This is an optimization exercise on Yosys and OpenROAD, whose aim is small area, a short achievable clock period and few clock cycles, not a production implementation.
At most, simulation tests tie the RTL to the original design; equivalence was not proved.
Power figures rest on the tool's default switching activity, not on a simulated workload.

Setup of P:
==> flow/design.v (excerpt) <==
module SD(
    clk,
    rst_n,
    in_valid,
    in,
    out_valid,
    out
    );
Size in the first run: about 410 flip-flops, ~17000 um2 of cells after synthesis.
export LEC_CHECK = 0
export ABC_CLOCK_PERIOD_IN_PS = 3000
export CAP_MARGIN = 20
export CORE_MARGIN = 2
export CORE_UTILIZATION = 60
export SLEW_MARGIN = 20
export TNS_END_PERCENT = 10
create_clock -name core_clock -period 8.5 [get_ports {clk}]
standard.sh (not shown) runs the stock make flow with config.mk's settings and CLKGATE_MAP_FILE= SYNTH_SCRIPT=/design/flow/synth_recipe.tcl, a recipe that flattens the netlist after the stock synthesis.
==> flow/flow/run.sh <==
#!/bin/bash
# The standard layout, with two changes to how it is made:
#  - port buffers are buf_2 cells (buffer_ports would otherwise pick a delay cell)
#  - timing repair aims past the target period (the clock period is unchanged)
set -euo pipefail
MARGIN=$(cat flow/margin.txt)
bash standard.sh finish \
  "BUFFER_PORTS_ARGS=-buffer_cell sky130_fd_sc_hd__buf_2" \
  "SETUP_SLACK_MARGIN=${MARGIN}" > standard.log 2>&1
==> flow/flow/margin.txt <==
6.0
Testbench counts of P, summed over its fixed seeds: cycles 28,838.
Input-level comparison between Q and P:
Settings: TNS_END_PERCENT: 10 -> unset; CTS_CLUSTER_SIZE: unset -> 24; CTS_BUF_LIST: unset -> sky130_fd_sc_hd__clkbuf_16; CTS_CLUSTER_DIAMETER: unset -> 100.
==> flow/flow/margin.txt <==
5.5
## What came out
Total via count in the routed design improves in Q relative to P. Re fraction of area in registers: P was lower than Q. Delta(worst-case hold slack, Q - P) < 0. Side by side, worst reg-to-reg path cell count turned out lower in Q than in P. Sort P and Q by area added between synthesis and finish asc -> top: Q. P → Q: final weighted congestion in routability-driven placement has remained practically unchanged, total power draw has decreased. Worst setup path startpoint: cur[7] -> Q, cur[0] -> P. P leaves more setup margin than Q. Going from P to Q, non-clock buffer contribution to total cell area shrank by 3.1 points; first-pass GRT wire length shrank by 7.2%. Q finished end to end and its layout was clean on timing, DRC and antenna.

---

Setup of job 2194:
SD, a different RTL version from the one above (not shown whole).
For scale: about 1400 cells after synthesis, roughly 420 flip-flops, roughly 12 I/O pins, roughly 17000 um^2 of cells after synthesis.
Settings: LEC_CHECK=0, ABC_CLOCK_PERIOD_IN_PS=2500, CAP_MARGIN=20, CORE_MARGIN=2, CORE_UTILIZATION=60, CTS_BUF_LIST=sky130_fd_sc_hd__clkbuf_16, CTS_CLUSTER_DIAMETER=100, CTS_CLUSTER_SIZE=24, SLEW_MARGIN=20; clock period 8.5 ns.
==> flow/flow/margin.txt <==
5.7
Scripts as last shown in full above: flow/flow/run.sh
Job 2194 went all the way through the flow, and no timing, DRC or antenna check failed.
Testbench counts of job 2194, summed over its fixed seeds: cycles 28,958.
Changes in job 829 relative to job 2194:
Settings: ABC_CLOCK_PERIOD_IN_PS changed from 2500 to 3000.
==> flow/flow/margin.txt <==
5.5
Results
In the metrics for job 829 and job 2194, the one carrying the lower post-route cell area is job 829. Compared with job 2194, number of fillers in the final layout in job 829 increased slightly. Compared with job 2194, job 829 shows a shortest clock period the worst path allows after layout that is 0.19 ns higher. Compared with job 2194, job 829 shows share of total power in combinational logic lower by 0.6 points.
Inputs modified between job 829 and job 803:
Settings: CTS_CLUSTER_DIAMETER: 100 -> 80; CTS_CLUSTER_SIZE: 24 -> 20.
==> flow/flow/margin.txt <==
5.8
Findings:
- Compared with job 829, in job 803 sequential fraction of the synthesis area was more or less identical; power spent charging and discharging nets went up by 1.1%.
- Non-clock buffer count: job 803 and job 829 compared, higher one is job 803
- On overall power: job 803 sits above job 829.
- Job 803 went all the way through synthesis, placement and routing and the layout is clean on timing, DRC and antenna.
Here is what was changed in the inputs of job 1951 compared with job 803.
Settings: a change of CORE_UTILIZATION from 60 to 65; a change of CTS_CLUSTER_SIZE from 20 to 24; a change of CTS_CLUSTER_DIAMETER from 80 to 100.
Notes after the runs:
- Per the comparison of job 1951 with job 803, critical path depth in cells held, setup slack went up 0.035 ns.
- Taking job 803 as the reference, in job 1951 number of instances in the placed design has decreased, post-synthesis to final-layout area growth down 1.3 points.
- In the final design statistics, job 1951 uses fewer standard cells in total than job 803.
--- input diff job 1951..job 8309 ---
Settings: swapping 65 for 60 in CORE_UTILIZATION.
==> flow/flow/margin.txt <==
5.7
Side by side, non-clock buffer count turned out higher in job 8309 than in job 1951.
Against job 1951, job 8309 comes in about 3.3% higher on number of cells after detailed placement.
Utilization job 1951 -> job 8309: down
Taking job 1951 as the reference, in job 8309 number of rows created at floorplan moved up, post-route cell area stayed essentially flat, post-cts gate resize count fell by 10.
Job 8309 against job 1951: minimum setup slack in the final design went down by 0.0094 ns, synthesized area was more or less identical, hold slack was more or less identical.
In job 8309 relative to job 1951, final non-filler cell total had gone up by a few percent.
Register area: job 8309 vs job 1951, no meaningful difference
Setup changes, job 8309 to job 1856
==> flow/flow/margin.txt <==
5.8
Results
out[0] as the end point of the critical path was reported by job 8309, and out[3] by job 1856.
Origin of the worst setup path: out[3] -> job 1856, out[0] -> job 8309
Diff job 8309 -> job 1856: sequential share of layout area now smaller, post-route standard cell area excluding fillers increased 110 um^2, global-route usage down 0.24 points, cell count saw little to no change.
Going from job 8309 to job 1856, sum of net half-perimeters after detailed placement now sits lower; total power now sits at about the same level.

---

Another version of the RTL of SD (not shown whole).
For scale: roughly 1400 cells after synthesis.
==> flow/design.v (excerpt) <==
module SD(
    clk,
    rst_n,
    in_valid,
    in,
    out_valid,
    out
    );
input            clk, rst_n, in_valid;
input      [3:0] in;
output reg       out_valid;
output reg [3:0] out;
localparam P_IN  = 2'd0;     
localparam P_SLV = 2'd1;     
localparam P_OUT = 2'd2;     
reg  [1:0] phase;
wire       ph_in  = (phase == P_IN);
wire       ph_out = (phase == P_OUT);
reg [1:0] xo, xs, yo, ys;
wire last_x   = (xo == 2'd2) & (xs == 2'd2);
wire last_y   = (yo == 2'd2) & (ys == 2'd2);
wire first_x  = (xo == 2'd0) & (xs == 2'd0);
wire first_y  = (yo == 2'd0) & (ys == 2'd0);
wire last_in  = in_valid & last_x & last_y;      
wire is_blank = in_valid & (in == 4'd0);
wire [8:0] din;
genvar g;
generate
    for (g = 0; g < 9; g = g + 1) begin : g_din
        assign din[g] = (in == g + 1);
    end
endgenerate
reg [8:0] colr [0:8];
wire [8:0] col_old = first_y ? 9'd0 : colr[8];
integer i;
always @(posedge clk) begin
    colr[0] <= col_old | din;
    for (i = 1; i < 9; i = i + 1)
        colr[i] <= colr[i-1];
end
reg [8:0] boxm [0:2];
wire box_new = (yo == 2'd0) & (xo == 2'd0);
generate
    for (g = 0; g < 3; g = g + 1) begin : g_box
        always @(posedge clk)
            if (xs == g)
                boxm[g] <= (box_new ? 9'd0 : boxm[g]) | din;
    end
endgenerate
wire [8:0] box_old = box_new ? 9'd0 : boxm[xs];
reg [8:0] rowm;
wire [8:0] row_old = first_x ? 9'd0 : rowm;
always @(posedge clk)
    rowm <= row_old | din;
reg  [8:0] ex;               
wire [8:0] slot = {ex[7:0], 1'b1} & ~ex;
reg [8:0] cand  [0:8];       
reg [1:0] bxs   [0:8];       
reg [1:0] bxo   [0:8];
reg [8:0] inrow;             
reg [8:0] inband;            
wire [8:0] related;          
wire [8:0] new_cand = ~(col_old | box_old | row_old);
generate
    for (g = 0; g < 9; g = g + 1) begin : g_blank
        wire same_stack = (bxs[g] == xs);
        assign related[g] = inrow[g] | (inband[g] & same_stack) | (same_stack & (bxo[g] == xo));
        always @(posedge clk) begin
            if (slot[g]) begin
  ...
==> flow/config.mk <==
export PLATFORM = sky130hd
export DESIGN_NAME = SD
export DESIGN_NICKNAME = SD
export VERILOG_FILES = /design/flow/design.v
export SDC_FILE = /design/flow/constraint.sdc
export NUM_CORES = 4
export LEC_CHECK = 0
export ABC_CLOCK_PERIOD_IN_PS = 3000
export CAP_MARGIN = 20
export CORE_MARGIN = 2
export CORE_UTILIZATION = 60
export CTS_BUF_LIST = sky130_fd_sc_hd__clkbuf_16
export CTS_CLUSTER_DIAMETER = 100
export CTS_CLUSTER_SIZE = 24
export SLEW_MARGIN = 20
==> flow/constraint.sdc <==
create_clock -name core_clock -period 8.5 [get_ports {clk}]
set_input_delay 1.7000 -clock core_clock [delete_from_list [all_inputs] [get_ports {clk}]]
set_output_delay 1.7000 -clock core_clock [all_outputs]
set_load 0.01 [all_outputs]
==> flow/flow/margin.txt <==
5.9
Scripts as last shown in full above: flow/flow/run.sh
Testbench counts at the start, summed over its fixed seeds: cycles 28,958.
Change:
==> flow/flow/margin.txt (replaced) <==
5.7
After rerunning: Setup slack hardly moves. Clock-buffer cell count does not change. Global-route usage falls by 1.0 points. First-iteration DRC count rose by a little under a tenth. Final area decreases by a few percent. Non-clock buffer count goes down by 35. Total power falls slightly. Die area does not change. Synthesized cell count stays the same.

---

SD, a different RTL version from the one above (not shown whole).
Size in the first run: about 1300 cells after synthesis, ~12 I/O pins, ~0.017 sq mm of cells after synthesis.
Design SD, start of the top module:
module SD(
    clk,
    rst_n,
    in_valid,
    in,
    out_valid,
    out
    );
input            clk, rst_n, in_valid;
input      [3:0] in;
output reg       out_valid;
output reg [3:0] out;
localparam P_IN  = 2'd0;
localparam P_SLV = 2'd1;
localparam P_OUT = 2'd2;
reg [1:0] phase;
reg [1:0] xo, xs, yo, ys;
wire last_x   = (xo == 2'd2) & (xs == 2'd2);
wire last_y   = (yo == 2'd2) & (ys == 2'd2);
wire first_x  = (xo == 2'd0) & (xs == 2'd0);
wire first_y  = (yo == 2'd0) & (ys == 2'd0);
wire last_in  = in_valid & last_x & last_y;      
wire is_blank = in_valid & (in == 4'd0);
wire [8:0] din;
genvar g, h;
generate
    for (g = 0; g < 9; g = g + 1) begin : g_din
        assign din[g] = in_valid & (in == g + 1);
    end
endgenerate
reg [8:0] colr [0:8];
wire [8:0] col_old = (first_y ? 9'd0 : colr[8]);
integer i;
always @(posedge clk) begin
    colr[0] <= in_valid ? (col_old | din) : colr[8];
    for (i = 1; i < 9; i = i + 1)
        colr[i] <= colr[i-1];
end
reg [8:0] boxm [0:2];
wire box_new = (yo == 2'd0) & (xo == 2'd0);
generate
    for (g = 0; g < 3; g = g + 1) begin : g_box
        always @(posedge clk)
            if (in_valid & (xs == g))
                boxm[g] <= (box_new ? 9'd0 : boxm[g]) | din;
    end
endgenerate
wire [8:0] box_old = box_new ? 9'd0 : boxm[xs];
reg [8:0] rowm;
wire [8:0] row_old = first_x ? 9'd0 : rowm;
always @(posedge clk)
    if (in_valid) rowm <= row_old | din;
reg  [8:0] ex;               
wire [8:0] slot = {ex[7:0], 1'b1} & ~ex;
reg [8:0] cand  [0:8];       
reg [1:0] bxs   [0:8];       
reg [1:0] bxo   [0:8];
reg [8:0] inrow;             
reg [8:0] inband;            
wire [8:0] related;          
wire [8:0] new_cand = ~(col_old | box_old | row_old);
generate
    for (g = 0; g < 9; g = g + 1) begin : g_blank
        wire same_stack = (bxs[g] == xs);
        assign related[g] = inrow[g] | (inband[g] & same_stack) | (same_stack & (bxo[g] == xo));
        always @(posedge clk) begin
            if (slot[g]) begin
                cand[g]   <= new_cand;
                bxs[g]    <= xs;
                bxo[g]    <= xo;
                inrow[g]  <= ~last_x;
                inband[g] <= ~(last_x & (yo == 2'd2));
            end
            else begin
  ...
==> flow/config.mk <==
export PLATFORM = sky130hd
export DESIGN_NAME = SD
export DESIGN_NICKNAME = SD
export VERILOG_FILES = /design/flow/design.v
export SDC_FILE = /design/flow/constraint.sdc
export NUM_CORES = 4
export LEC_CHECK = 0
export ABC_CLOCK_PERIOD_IN_PS = 3000
export CAP_MARGIN = 20
export CORE_MARGIN = 2
export CORE_UTILIZATION = 60
export SETUP_SLACK_MARGIN = 5
export SLEW_MARGIN = 20
==> flow/constraint.sdc <==
create_clock -name core_clock -period 8.5 [get_ports {clk}]
set_input_delay 1.7000 -clock core_clock [delete_from_list [all_inputs] [get_ports {clk}]]
set_output_delay 1.7000 -clock core_clock [all_outputs]
set_load 0.01 [all_outputs]
run.sh (not shown) runs the stock make flow with config.mk's settings and CLKGATE_MAP_FILE= SYNTH_SCRIPT=/design/flow/synth_recipe.tcl, a recipe that flattens the netlist after the stock synthesis.
Stock flow here: none of the scripts above is used.
The baseline finished with timing, DRC and antenna clean.
Change:
==> flow/flow/run.sh (new file) <==
#!/bin/bash
# The standard layout, with two changes to how it is made:
#  - port buffers are buf_2 cells (buffer_ports would otherwise pick a delay cell)
#  - timing repair aims past the target period (the clock period is unchanged)
set -euo pipefail
MARGIN=$(cat flow/margin.txt)
bash standard.sh finish \
  "BUFFER_PORTS_ARGS=-buffer_cell sky130_fd_sc_hd__buf_2" \
  "SETUP_SLACK_MARGIN=${MARGIN}" > standard.log 2>&1
==> flow/flow/margin.txt (new file) <==
5.5
==> flow/standard.sh (new file) <==
#!/bin/bash
# synth_recipe.tcl (not shown) runs the flow's synth.tcl, then flattens the netlist and writes it again
# the make line also repeats each setting of config.mk as NAME=value (left out here)
make -C /OpenROAD-flow-scripts/flow DESIGN_CONFIG=/design/flow/config.mk WORK_HOME=/design/flow/orfs CLKGATE_MAP_FILE= SYNTH_SCRIPT=/design/flow/synth_recipe.tcl "${@:-finish}"
- SETUP_SLACK_MARGIN: 5 -> unset
removed: flow/run.sh
What happened: Cell count climbs by about 1.8%. Final area climbs by 3.0%. Routed wire length climbs by about 2.5%. Total power drops by 1.2%. Non-clock buffer count climbs by 32. Area after synthesis is unchanged. Clock power drops by about 5%. Fmax climbs by 11%.
Function was not checked in any run of this note: the RTL went through the layout flow alone.

-- afterwards: timing with drivers on the ports --
No port has a modelled driver above. Below, the same layouts with a new extraction and two added sets of constraints. Step 1: set_driving_cell puts a clkbuf_16 on clk and a buf_2 on each other input, an assumption about the parent block. Step 2, shift: input delay + t, output delay - t, t = (earliest + latest rising clock arrival at the registers) / 2. This alone moves slack from input paths to output paths. a / b / c = no drivers / after step 1 / after step 2; a / b = the first two.
| run | t, ns | setup slack, ns | worst register clock-pin slew, ns | cell pins on the clock port's net |
|---|---|---|---|---|
| P | 0.609 | 5.619 / 5.619 / 5.191 | 0.07 / 0.07 | 1 |
| Q | 0.591 | 5.541 / 5.541 / 5.151 | 0.11 / 0.11 | 1 |
| job 2194 | 0.595 | 5.738 / 5.687 / 5.201 | 0.11 / 0.11 | 1 |
| job 829 | 0.607 | 5.552 / 5.552 / 5.127 | 0.11 / 0.11 | 1 |
| job 803 | 0.621 | 5.712 / 5.661 / 5.283 | 0.09 / 0.09 | 1 |
| job 1951 | 0.593 | 5.747 / 5.697 / 5.331 | 0.11 / 0.11 | 1 |
| job 8309 | 0.595 | 5.738 / 5.687 / 5.201 | 0.11 / 0.11 | 1 |
| job 1856 | 0.593 | 5.744 / 5.692 / 5.321 | 0.10 / 0.10 | 1 |
| the first run of note 3 | 0.599 | 5.741 / 5.688 / 5.400 | 0.11 / 0.11 | 1 |
| the second run of note 3 | 0.599 | 5.739 / 5.699 / 5.174 | 0.10 / 0.10 | 1 |
| the first run of note 4 | 0.598 | 5.051 / 5.071 / 4.473 | 0.07 / 0.07 | 1 |
| the second run of note 4 | 0.599 | 5.389 / 5.389 / 5.064 | 0.07 / 0.07 | 1 |
After both steps setup and hold are still met in every run listed. For the first run of note 4, which loses most, drivers alone change the setup slack by +0.020 ns; drivers and shift together by -0.578 ns.
